Source: an optimization exercise on an open RTL-to-GDS flow (aim: small area, a short achievable clock period and few clock cycles). Production flows keep margins and buffers that such runs may drop.
In this exercise RTL edits were held to simulation tests only and were not proved equivalent to the original.

`design/flow/config.mk`:
```
export PLATFORM = sky130hd
export DESIGN_NAME = SingleCycleCPU
export DESIGN_NICKNAME = SingleCycleCPU
export VERILOG_FILES = /design/flow/design.v
export SDC_FILE = /design/flow/constraint.sdc
export NUM_CORES = 8
export LEC_CHECK = 0
export CAP_MARGIN = 20
export CORE_MARGIN = 2
export CORE_UTILIZATION = 40
export SLEW_MARGIN = 20
```
`design/flow/constraint.sdc`:
```
create_clock -name core_clock -period 230.0 [get_ports {clk}]
set_input_delay 46.0000 -clock core_clock [delete_from_list [all_inputs] [get_ports {clk}]]
set_output_delay 46.0000 -clock core_clock [all_outputs]
set_load 0.01 [all_outputs]
```
`design/flow/design.v`:
```
module SingleCycleCPU(halt, clk, rst,
                      imem_addr, imem_data,
                      dmem_addr, dmem_size, dmem_wdata, dmem_we, dmem_rdata);
   output halt;
   input clk, rst;
   output [32-1:0] imem_addr;
   input  [32-1:0] imem_data;
   output [32-1:0] dmem_addr;
   output [1:0]             dmem_size;
   output [32-1:0] dmem_wdata;
   output                   dmem_we;
   input  [32-1:0] dmem_rdata;
   wire [32-1:0] PC, InstWord;
   wire [32-1:0] DataAddr, StoreData, DataWord;
   wire [1:0]  MemSize, load_size, store_size;
   wire        MemWrEn;
   wire [4:0]  Rsrc1, Rsrc2, Rdst;
   wire [32-1:0] Rdata1, Rdata2, RWrdata, EU_out;
   wire [32-1 :0] immediate, immediate_i, immediate_j, immediate_b, immediate_st;
   wire        RWrEn;
   wire        ALUSrc, EACalc_control, muldiv_control;
   wire        Inv_R_type, Inv_I_type, Inv_Loads, Inv_B_type, Inv_J_type, Inv_U_type, Inv_S_type, Inv_MulDiv;
   wire [32-1:0] NPC, PC_Plus_4;
   wire [6:0]  opcode;
   wire [6:0]  funct7;
   wire [2:0]  funct3;
   wire branch_taken;
   wire [32-1:0] branch_target;
   wire [32-1:0] jal_target;
   wire [32-1:0] jalr_target;
   wire [31:0] imm_upper;    
   wire [32-1:0] lui_result; 
   wire [32-1:0] auipc_result;
   wire invalid_op;
   assign halt = invalid_op;
   assign Inv_R_type = ((opcode == 7'b0110011) && 
                       (((funct7 == 7'b0100000) && ((funct3 == 3'b000) || (funct3 == 3'b101)))||
                       ((funct7 == 7'b0000000) && ((funct3 == 3'b000)||(funct3 == 3'b100) || (funct3 == 3'b110) || 
                       (funct3 == 3'b111) || (funct3 == 3'b001) || (funct3 == 3'b101) || 
                       (funct3 == 3'b010) || (funct3 == 3'b011)))
                        ));
   assign Inv_I_type = ((opcode == 7'b0010011) && ((funct3 == 3'b000 || funct3 == 3'b100 
                         || funct3 == 3'b110 || funct3 == 3'b111 || funct3 == 3'b001 || funct3 == 3'b101 ||
                         funct3 == 3'b101 || funct3 == 3'b010 || funct3 == 3'b011)))
                        || ((opcode == 7'b1100111) && (funct3 == 3'b000)) ;
   assign Inv_Loads =  ((opcode == 7'b0000011) && ((funct3 == 3'b000 || funct3 == 3'b100) || 
                        ((funct3 == 3'b010) && (DataAddr[1:0] == 2'b00)) || 
                        ((funct3 == 3'b001|| funct3 == 3'b101) && (DataAddr[0] == 1'b0))));
   assign Inv_B_type = ((opcode == 7'b1100011) && ((funct3 == 3'b000) || (funct3 == 3'b001)
                        || (funct3 == 3'b100) || (funct3 == 3'b101) || (funct3 == 3'b110) || (funct3 == 3'b111)));
   assign Inv_J_type = (opcode == 7'b1101111);
   assign Inv_U_type = ((opcode == 7'b0110111) || (opcode == 7'b0010111));
   assign Inv_S_type = ((opcode == 7'b0100011) && ((funct3 == 3'b000) || 
                        ((funct3 == 3'b001) && (DataAddr[0] == 1'b0)) 
                        || ((funct3 == 3'b010) && (DataAddr[1:0] == 2'b00))));
   assign Inv_MulDiv = ((opcode == 7'b0110011) && (funct7 == 7'b0000001) && (funct3 == 3'b000 || funct3 == 3'b001
                        || funct3 == 3'b010 || funct3 == 3'b011 || funct3 == 3'b100 || funct3 == 3'b101 
                        || funct3 == 3'b110 || funct3 == 3'b111));
   assign invalid_op = !(Inv_R_type || Inv_I_type || Inv_Loads || Inv_B_type || Inv_J_type || Inv_U_type || Inv_S_type || Inv_MulDiv ); 
   assign imem_addr = PC;
   assign InstWord = imem_data;
   assign dmem_addr = DataAddr;
   assign dmem_size = MemSize;
   assign dmem_wdata = StoreData;
   assign dmem_we = MemWrEn;
   assign DataWord = dmem_rdata;
   RegFile RF(.AddrA(Rsrc1), .DataOutA(Rdata1), 
	           .AddrB(Rsrc2), .DataOutB(Rdata2), 
	           .AddrW(Rdst), .DataInW(RWrdata), .WenW(RWrEn), .CLK(clk));
   Reg PC_REG(.Din(NPC), .Qout(PC), .WE(1'b1), .CLK(clk), .RST(rst));
   assign opcode = InstWord[6:0];   
   assign Rdst = InstWord[11:7]; 
   assign Rsrc1 = InstWord[19:15]; 
   assign funct3 = InstWord[14:12];   
   assign immediate_i = {{20{InstWord[31]}}, InstWord[31:20]};   
   assign immediate_b = {{19{InstWord[31]}}, InstWord[31], InstWord[7], InstWord[30:25], InstWord[11:8], 1'b0};
   assign immediate_j = {{11{InstWord[31]}}, InstWord[31], InstWord[19:12], InstWord[20], InstWord[30:21], 1'b0};  
   assign immediate_st = {{20{InstWord[31]}}, InstWord[31:25], InstWord[11:7]};  
   assign Rsrc2 = InstWord[24:20];
   assign funct7 = InstWord[31:25];   
   assign imm_upper = {InstWord[31:12], 12'b0}; 
   assign immediate = (opcode == 7'b0100011) ? immediate_st :
                      ((opcode == 7'b0000011 || opcode == 7'b0010011)) ? immediate_i : 32'h00;
   assign ALUSrc = (opcode == 7'b0010011) ? 1'b1 : 1'b0;
   assign EACalc_control =  (opcode == 7'b0000011 || opcode == 7'b0100011) ? 1'b1: 1'b0;
   assign muldiv_control = (opcode == 7'b0110011) && (funct7 == 7'b0000001) ? 1'b1: 1'b0;
   assign MemWrEn = !invalid_op && (opcode == 7'b0100011);
   assign DataAddr = (opcode == 7'b0000011 || opcode == 7'b0100011) ? EU_out: 32'h0000;
   assign StoreData = ((opcode == 7'b0100011) && (funct3 == 3'b000)) ? {{24{Rdata2[7]}}, Rdata2[7:0]} :
                      ((opcode == 7'b0100011) && ((funct3 == 3'b001))) ? {{16{Rdata2[15]}}, Rdata2[15:0]} :
                      ((opcode == 7'b0100011) && (funct3 == 3'b010)) ? Rdata2 : 32'h00;
   assign load_size = ((opcode == 7'b0000011) && ((funct3 == 3'b000) || (funct3 == 3'b100))) ? 2'b00 :
                      ((opcode == 7'b0000011) && ((funct3 == 3'b001) || (funct3 == 3'b101))) ? 2'b01 :
                      ((opcode == 7'b0000011) && (funct3 == 3'b010)) ? 2'b10 : 2'b00;
   assign store_size = ((opcode == 7'b0100011) && (funct3 == 3'b000)) ? 2'b00 :
                       ((opcode == 7'b0100011) && ((funct3 == 3'b001))) ? 2'b01 :
                       ((opcode == 7'b0100011) && (funct3 == 3'b010)) ? 2'b10 : 2'b00;
   assign MemSize = (opcode == 7'b0000011) ? load_size :
                    (opcode == 7'b0100011) ? store_size : 2'b00;
   assign RWrEn = (opcode == 7'b0110011 || opcode == 7'b0010011 || opcode == 7'b0000011 ||
                   opcode == 7'b0110111 || opcode == 7'b0010111 || opcode== 7'b0110011 ||
                   opcode == 7'b1101111 || opcode == 7'b1100111);
   assign RWrdata = (opcode == 7'b0000011 && funct3 == 3'b010) ? DataWord :
                    (opcode == 7'b0000011 && funct3 == 3'b001) ? {{16{DataWord[15]}}, DataWord[15:0]} :
                    (opcode == 7'b0000011 && funct3 == 3'b000) ? {{24{DataWord[7]}}, DataWord[7:0]} :
                    (opcode == 7'b0000011 && funct3 == 3'b100) ? {24'b0, DataWord[7:0]} :
                    (opcode == 7'b0000011 && funct3 == 3'b101) ? {16'b0, DataWord[15:0]} :
                    (opcode == 7'b0110011 || opcode == 7'b0010011 || opcode == 7'b0110011) ? EU_out : 
                    (opcode == 7'b1101111 || opcode == 7'b1100111) ? PC_Plus_4 :
                    (opcode == 7'b0110111) ? lui_result :
                    (opcode == 7'b0010111) ? auipc_result :
                    32'h00000000;
   assign branch_target = PC + immediate_b;
   assign branch_taken = (opcode == 7'b1100011) && (
     (funct3 == 3'b000  && (Rdata1 == Rdata2)) ||    
     (funct3 == 3'b001  && (Rdata1 != Rdata2)) ||    
     (funct3 == 3'b100  && ($signed(Rdata1) < $signed(Rdata2))) ||  
     (funct3 == 3'b101  && ($signed(Rdata1) >= $signed(Rdata2))) ||  
     (funct3 == 3'b110 && (Rdata1 < Rdata2)) ||     
     (funct3 == 3'b111 && (Rdata1 >= Rdata2))       
   );
   assign jal_target = PC + immediate_j;
   assign jalr_target = (Rdata1 + immediate_i) & ~1;
   assign lui_result = imm_upper;
   assign auipc_result = PC + imm_upper;
   ExecutionUnit EU(.out(EU_out),
                    .opA(Rdata1), 
                    .opB(Rdata2), 
                    .func(funct3), 
                    .auxFunc(funct7), 
                    .imm(immediate), 
                    .aluSrc(ALUSrc),
                    .EACalc(EACalc_control),
                    .MulDiv(muldiv_control));
   assign PC_Plus_4 = PC + 4;
   assign NPC = (opcode == 7'b1101111)  ? jal_target :
                (opcode == 7'b1100111) ? jalr_target :
                branch_taken             ? branch_target :
                PC_Plus_4;
endmodule  
module ALU_imm(out1, rs1, imm1, funca, eaCalc);
   output [32-1:0] out1;
   input [32-1:0]  rs1, imm1;
   input [2:0] 	 funca;
   input eaCalc;
   wire [32-1:0] add = rs1 + imm1; 
   wire [32-1:0] subtract = rs1 - imm1;
   wire [32-1:0] ored = rs1 | imm1;
   wire [32-1:0] anded = rs1 & imm1;
   wire [32-1:0] xored = rs1 ^ imm1;
   wire [32-1:0] signed_lt = ($signed(rs1) < $signed(imm1)) ? 32'b1 : 32'b0;  
   wire [32-1:0] unsigned_lt = (rs1 < imm1) ? 32'b1 : 32'b0;
   wire [32-1:0] sll = rs1 << imm1[4:0];
   wire [32-1:0] srl = rs1 >> imm1[4:0];
   wire [32-1:0] sra =($signed(rs1)) >>> imm1[4:0];
   assign out1 = (eaCalc)? add:
                (funca == 3'b000) ? add :
                (funca == 3'b100) ? xored:
                (funca == 3'b110) ? ored :
                (funca == 3'b111) ? anded:
                (funca == 3'b010) ? signed_lt :
                (funca == 3'b011) ? unsigned_lt :
                (funca == 3'b001 && imm1[11:5] == 7'b0000000) ? sll :
                (funca == 3'b101 && imm1[11:5] == 7'b0000000) ? srl :
                (funca == 3'b101 && imm1[11:5] == 7'b0100000) ? sra : 32'h00000000;
endmodule
module MultDiv (out3, inputA, inputB, funcc, auxFuncc);
   output [32-1:0] out3;
   input  [32-1:0]  inputA, inputB;
   input  [2:0] 	 funcc;
   input  [6:0] 	 auxFuncc;
   wire signed [(32 * 2)-1:0] signed_inputA = {{32{inputA[32-1]}}, inputA};
   wire signed [(32 * 2)-1:0] signed_inputB = {{32{inputB[32-1]}}, inputB};
   wire  [(32 * 2)-1:0] unsigned_inputA = {{32{1'b0}}, inputA};
   wire  [(32 * 2)-1:0] unsigned_inputB = {{32{1'b0}}, inputB};
   wire [(32 * 2)-1:0] mul = inputA * inputB;
   wire [(32 * 2)-1:0] mul_ss = signed_inputA * signed_inputB;
   wire [(32 * 2)-1:0] mul_su = signed_inputA * unsigned_inputB;
   wire [(32 * 2)-1:0] mul_uu = unsigned_inputA * unsigned_inputB;
   wire div_by_zero = (inputB == 32'h00000000);
   wire div_ovf = (inputA == 32'h80000000) && (inputB == 32'hffffffff);
   wire [32-1:0] signed_div_raw = $signed(inputA) / $signed(inputB);
   wire [32-1:0] signed_rem_raw = $signed(inputA) % $signed(inputB);
   wire [32-1:0] signed_div = div_by_zero ? 32'hffffffff : div_ovf ? 32'h80000000 : signed_div_raw;
   wire [32-1:0] unsigned_div = div_by_zero ? 32'hffffffff : inputA / inputB;
   wire [32-1:0] signed_remainder = div_by_zero ? inputA : div_ovf ? 32'h00000000 : signed_rem_raw;
   wire [32-1:0] unsigned_remainder = div_by_zero ? inputA : inputA % inputB;
   assign out3 = (funcc == 3'b000 && auxFuncc == 7'b0000001) ? mul[31:0] :
                 (funcc == 3'b001 && auxFuncc == 7'b0000001) ? mul_ss[63:32] :
                 (funcc == 3'b010 && auxFuncc == 7'b0000001) ? mul_su[63:32] :
                 (funcc == 3'b011 && auxFuncc == 7'b0000001) ? mul_uu[63:32] :
                 (funcc == 3'b100 && auxFuncc == 7'b0000001) ? signed_div:
                 (funcc == 3'b101 && auxFuncc == 7'b0000001) ? unsigned_div :
                 (funcc == 3'b110 && auxFuncc == 7'b0000001) ? signed_remainder :
                 (funcc == 3'b111 && auxFuncc == 7'b0000001) ? unsigned_remainder : 32'h00;
endmodule
module ALU_reg(out2, inA, inB, funcb, auxFuncb);
   output [32-1:0] out2;
   input [32-1:0]  inA, inB;
   input [2:0] 	 funcb;
   input [6:0] 	 auxFuncb;
   wire [32-1:0] add = inA + inB; 
   wire [32-1:0] subtract = inA - inB;
   wire [32-1:0] ored = inA | inB;
   wire [32-1:0] anded = inA & inB;
   wire [32-1:0] xored = inA ^ inB;
   wire [32-1:0] signed_lt = ($signed(inA) < $signed(inB)) ? 32'b1 : 32'b0;  
   wire [32-1:0] unsigned_lt = (inA < inB) ? 32'b1 : 32'b0;
   wire [32-1:0] sll = inA << inB[4:0];
   wire [32-1:0] srl = inA >> inB[4:0];
   wire [32-1:0] sra =($signed(inA)) >>> inB[4:0];
   assign out2 = (funcb == 3'b000 && auxFuncb == 7'b0000000) ? add :
                (funcb == 3'b000 && auxFuncb == 7'b0100000) ? subtract :
                (funcb == 3'b001 && auxFuncb == 7'b0000000) ? sll :
                (funcb == 3'b010 && auxFuncb == 7'b0000000) ? signed_lt :
                (funcb == 3'b011 && auxFuncb == 7'b0000000) ? unsigned_lt :
                (funcb == 3'b100 && auxFuncb == 7'b0000000) ? xored:
                (funcb == 3'b101 && auxFuncb == 7'b0000000) ? srl :
                (funcb == 3'b101 && auxFuncb == 7'b0100000) ? sra :
                (funcb == 3'b110 && auxFuncb == 7'b0000000) ? ored :
                (funcb == 3'b111 && auxFuncb == 7'b0000000) ? anded : 32'h00000000;
endmodule
module ALU_mux(out4, aluSrc1, eaCalc, muldiv, immresult, regresult, muldivresult);
   output [32-1 :0] out4;
   input  aluSrc1, eaCalc, muldiv;
   input [32-1:0]  immresult, regresult, muldivresult;
   assign out4 = (muldiv) ? muldivresult :
                 (eaCalc) ? immresult:
                 (aluSrc1)? immresult: regresult;
endmodule
module ExecutionUnit(out, opA, opB, func, auxFunc, imm, aluSrc, EACalc, MulDiv);
   output [32-1:0] out;
   input [32-1:0]  opA, opB, imm;
   input [2:0] 	 func;
   input [6:0] 	 auxFunc;
   input aluSrc, EACalc, MulDiv;
   wire [32-1:0] imm_result;
   wire [32-1:0] reg_result;
   wire [32-1:0] muldiv_result;
   ALU_imm imm_ops(.out1(imm_result), 
                   .rs1(opA), 
                   .imm1(imm), 
                   .funca(func),
                   .eaCalc(EACalc));
   ALU_reg reg_ops(.out2(reg_result),
                   .inA(opA),
                  .inB(opB), 
                  .funcb(func), 
                  .auxFuncb(auxFunc));
   MultDiv multiplier(.out3(muldiv_result),
                      .inputA(opA),
                      .inputB(opB),
                      .funcc(func),
                      .auxFuncc(auxFunc));
   ALU_mux mux (.out4(out),
               .aluSrc1(aluSrc),
               .eaCalc(EACalc),
               .muldiv(MulDiv),
               .immresult(imm_result),
               .regresult(reg_result),
               .muldivresult(muldiv_result));
endmodule  
module RegFile(AddrA, DataOutA,
	       AddrB, DataOutB,
	       AddrW, DataInW, WenW, CLK);
   input [4:0] AddrA, AddrB, AddrW;
   output [31:0] DataOutA, DataOutB;  
   input [31:0]  DataInW;
   input 	 WenW, CLK;
   reg [31:0] 	 Mem[0:31];
   assign DataOutA = (AddrA == 0) ? 32'h00000000 : Mem[AddrA];
   assign DataOutB = (AddrB == 0) ? 32'h00000000 : Mem[AddrB]; 
   always @ (posedge CLK) begin
     if (WenW) begin
       Mem[AddrW] <= DataInW;
     end
      Mem[0] <= 0;  
   end
endmodule  
module Reg(Din, Qout, WE, CLK, RST);
   parameter width = 32;
   parameter init = 0;
   input [width-1:0] Din;
   output [width-1:0] Qout;
   input 	      WE, CLK, RST;
   reg [width-1:0]    Qout;
   always @ (posedge CLK or negedge RST)
     if (!RST)
       Qout <= init;
     else
       if (WE)
	     Qout <= Din;
endmodule  
```
`design/flow/run.sh`:
```
#!/bin/bash
# synth_recipe.tcl (not shown) runs the flow's synth.tcl, then flattens the netlist and writes it again
# the make line also repeats each setting of config.mk as NAME=value (left out here)
make -C /OpenROAD-flow-scripts/flow DESIGN_CONFIG=/design/flow/config.mk WORK_HOME=/design/flow/orfs CLKGATE_MAP_FILE= SYNTH_SCRIPT=/design/flow/synth_recipe.tcl finish
```
==> results.txt <==
cells by family after synthesis:
| kind of cell | after synthesis | synth area share, % |
|---|---|---|
| simple gates | 6451 | 14.2 |
| compound gates | 5441 | 17.4 |
| fa+ha+maj | 4279 | 34.5 |
| buf+inv | 4043 | 7.63 |
| flops | 1023 | 14.9 |
| xor+xnor | 956 | 4.08 |
| mux | 899 | 7.30 |
| other cells | 1 | 0.00183 |
cells in the mapped netlist, drive strengths merged (242+ instances only):
cell type	instances	area, µm²
edfxtp	992	29800
nor3	558	2850
ha	1993	24900
mux4	457	10300
a21o	364	2730
buf	385	1900
xnor2	621	5440
a31oi	254	1600
xor2	335	2930
inv	2982	11200
nand3	365	1840
o21a	403	3030
o21ai	1153	5790
nor2	2221	8340
mux2i	242	2420
nand2	2016	7570
fa	2286	45800
a21oi	1406	7050
clkbuf	655	2460
registers in the layout (all words and copies together) (netlist names):
signal	flops
RF.Mem	992
PC_REG.Qout	31
area by class of cell:
cell class                 count  area, µm²
fill                       49900     288000
multi-input combinational  18000     160000
sequential                  1023      30600
inverter                    3003      11300
tap                         6732       8420
timing repair buffer         906       7400
clock buffer                  93       2180
clock inverter                64        877
antenna                      119        298
metal layers:
| metal | routed length (µm) | GRT usage [%] |
|---|---|---|
| met5 | 1120 | 0.398 |
| met4 | 91900 | 28.3 |
| met3 | 153000 | 16.1 |
| met2 | 462000 | 60.8 |
| met1 | 432000 | 54.3 |
path summary, 6_finish.rpt:
check,start,to,slack (ns),cells past startpoint
setup / recovery,imem_data[20],dmem_addr[24],21.55,400
hold / removal,PC_REG.Qout[1],PC_REG.Qout[1],0.77,2
setup reg to reg,RF.Mem[2][11],RF.Mem[30][28],113.93,396
hold reg to reg,PC_REG.Qout[1],PC_REG.Qout[1],0.77,2
max in group asynchronous,rst,PC_REG.Qout[27],183.93,1
min in group asynchronous,rst,PC_REG.Qout[2],45.46,1
worst reg2reg max path, delay by kind of cell (launching register included):
kind                       cells  cell delay (ns)
buffers and inverters         30             8.76
AOI/OAI and AO/OA            214            60.63
xor gates and xnor gates       1             0.39
adders and majority gates     32            10.23
muxes                          4             1.39
DFF                            1             0.40
and+or+nand+nor              115            34.04
metrics by stage:
step           hold slack (ns)
2_1_floorplan            0.675
3_3_place_gp             0.731
5_1_grt                  0.802
4_1_cts                  0.746
3_5_place_dp             0.735
6_report                 0.774
==> flow_metrics.py <==
metrics = {
    "final_layout": {
        "mostFrequentLayoutCells": "inv_1, fa_1, nor2_1",
        "post_route_cells_drive_above_1_share_pct": 9.15,
        "instances_no_fill": 30000,
        "final_area_mm2": 0.221,
        "area_growth_pct": 7.95,
        "nets": 27400,
        "layout_commonest_cell": "inv_1",
        "fin_util_pct": 43.4,
    },
    "routing": {
        "wl_um": 1140000,
        "drc": 0,
        "first_pass_iters": 9,
        "ant_nets": 0,
        "avgViaCountPerCell": 6.54,
        "drt_iter0_markers": 27400,
        "detail_route.wl_per_cell_um": 38.1,
        "dr_total_vias": 196000,
    },
    "clock_network": {
        "clk_latency_ns": 0.73,
        "holdBufCountCts": 0,
        "cts_root_buffer": "clkbuf_16",
        "post_cts_buffers": 0,
        "cts_tree": "done",
        "cts-resized-gates": 0,
        "numCtsBuffers": 86,
        "clockBufferDepth": 3,
        "clk_pin_slew_ns": 0.07,
        "cts.sink_count": 1023,
        "ctsHtreeMaxLevel": 3,
    },
    "logic_synthesis": {
        "ys_seq_area_share_pct": 14.9,
        "synth_seq_cells": 1023,
        "syn_avg_cell_area_um2": 8.88,
        "ys_warn_count": 2,
        "synth_cell_types": 126,
        "netlist_instances": 23100,
        "syn_nets": 27400,
        "synthArstFlopShare_pct": 3.03,
        "synth_edf_count": 992,
        "ys.flop_type": "edfxtp_1",
        "netlist_area_mm2": 0.205,
    },
    "setup_path": {
        "crit_fanout": 67,
        "path_common_cell": "a21oi_1",
        "path_buf_inv": 34,
        "arrival_ns": 162.45,
        "critPathTopFamily": "compound AO/OA/AOI/OAI gates",
        "end_kind": "output port",
        "cp.required_ns": 184.00,
        "critical-path-max-stage-delay_ns": 1.00,
        "cp-start-kind": "input port",
        "path_class": "in2out",
        "cpMaxStageDelayCell": "o31ai_1",
    },
    "sta": {
        "relSlewSlack_pct": 5.93,
        "tns_ns": 0,
        "finalWorstPathRequiredPeriod_ns": 208.45,
        "rsz0062_at_grt": "no",
        "tightest_slew_ns": 1.40,
        "slew_violations": 0,
        "setup_ws_ns": 21.55,
        "hold_viol": 0,
        "setup_viol": 0,
        "timing.fmax_mhz": 4.80,
        "skew_ns": 0.0971,
        "finalCritPeriodShare_pct": 90.6,
    },
    "status": {
        "status": "finished clean",
    },
    "placed_design": {
        "port_buffers": 164,
        "place.gp.congestion": 1.11,
        "placed_cell_area_mm2": 0.218,
        "dp_worst_setup_slack_ns": 25.08,
        "dpl.cell_count": 29700,
        "dp_hpwl_um": 896000,
    },
    "global_route": {
        "grtUsageTotal_pct": 42.9,
        "grt_pass1_wl_um": 1550000,
        "grt_start_max_net_pins": 93,
        "antenna_found_initial": 168,
        "overflow": 0,
        "grt_pass1_vias": 188000,
    },
    "die": {
        "io-pin-count": 166,
        "die_h_um": 720,
        "die-area_mm2": 0.518,
        "rows": 262,
        "start_util_pct": 40.2,
        "dieWidth_um": 720,
        "fp.coreArea_mm2": 0.510,
    },
    "hold_path": {
        "hp-class": "reg2reg",
    },
    "job": {
        "maxCapViolations": 0,
    },
}

==> what the ideal ports hide <==
No port has a modelled driver above. Below, the same layout with a new extraction and two added sets of constraints. Step 1: set_driving_cell puts a clkbuf_16 on clk and a buf_2 on each other input, an assumption about the parent block. Step 2 adds t to the input delays and takes it off the output delays; t is the mean of the earliest and latest rising clock arrival at the registers after step 1. Input paths then give back, and output paths get back, about the clock's delay inside the block. a / b / c = no drivers / after step 1 / after step 2; a / b = the first two.
t, ns: 0.744
setup slack, ns: 21.549 / 21.499 / 21.499
worst setup path after step 2: input to output
pins driven straight from the clock port: 1
After both steps this run still meets setup and hold. The setup slack of this run moves by -0.050 ns with the drivers and by -0.050 ns with both steps.
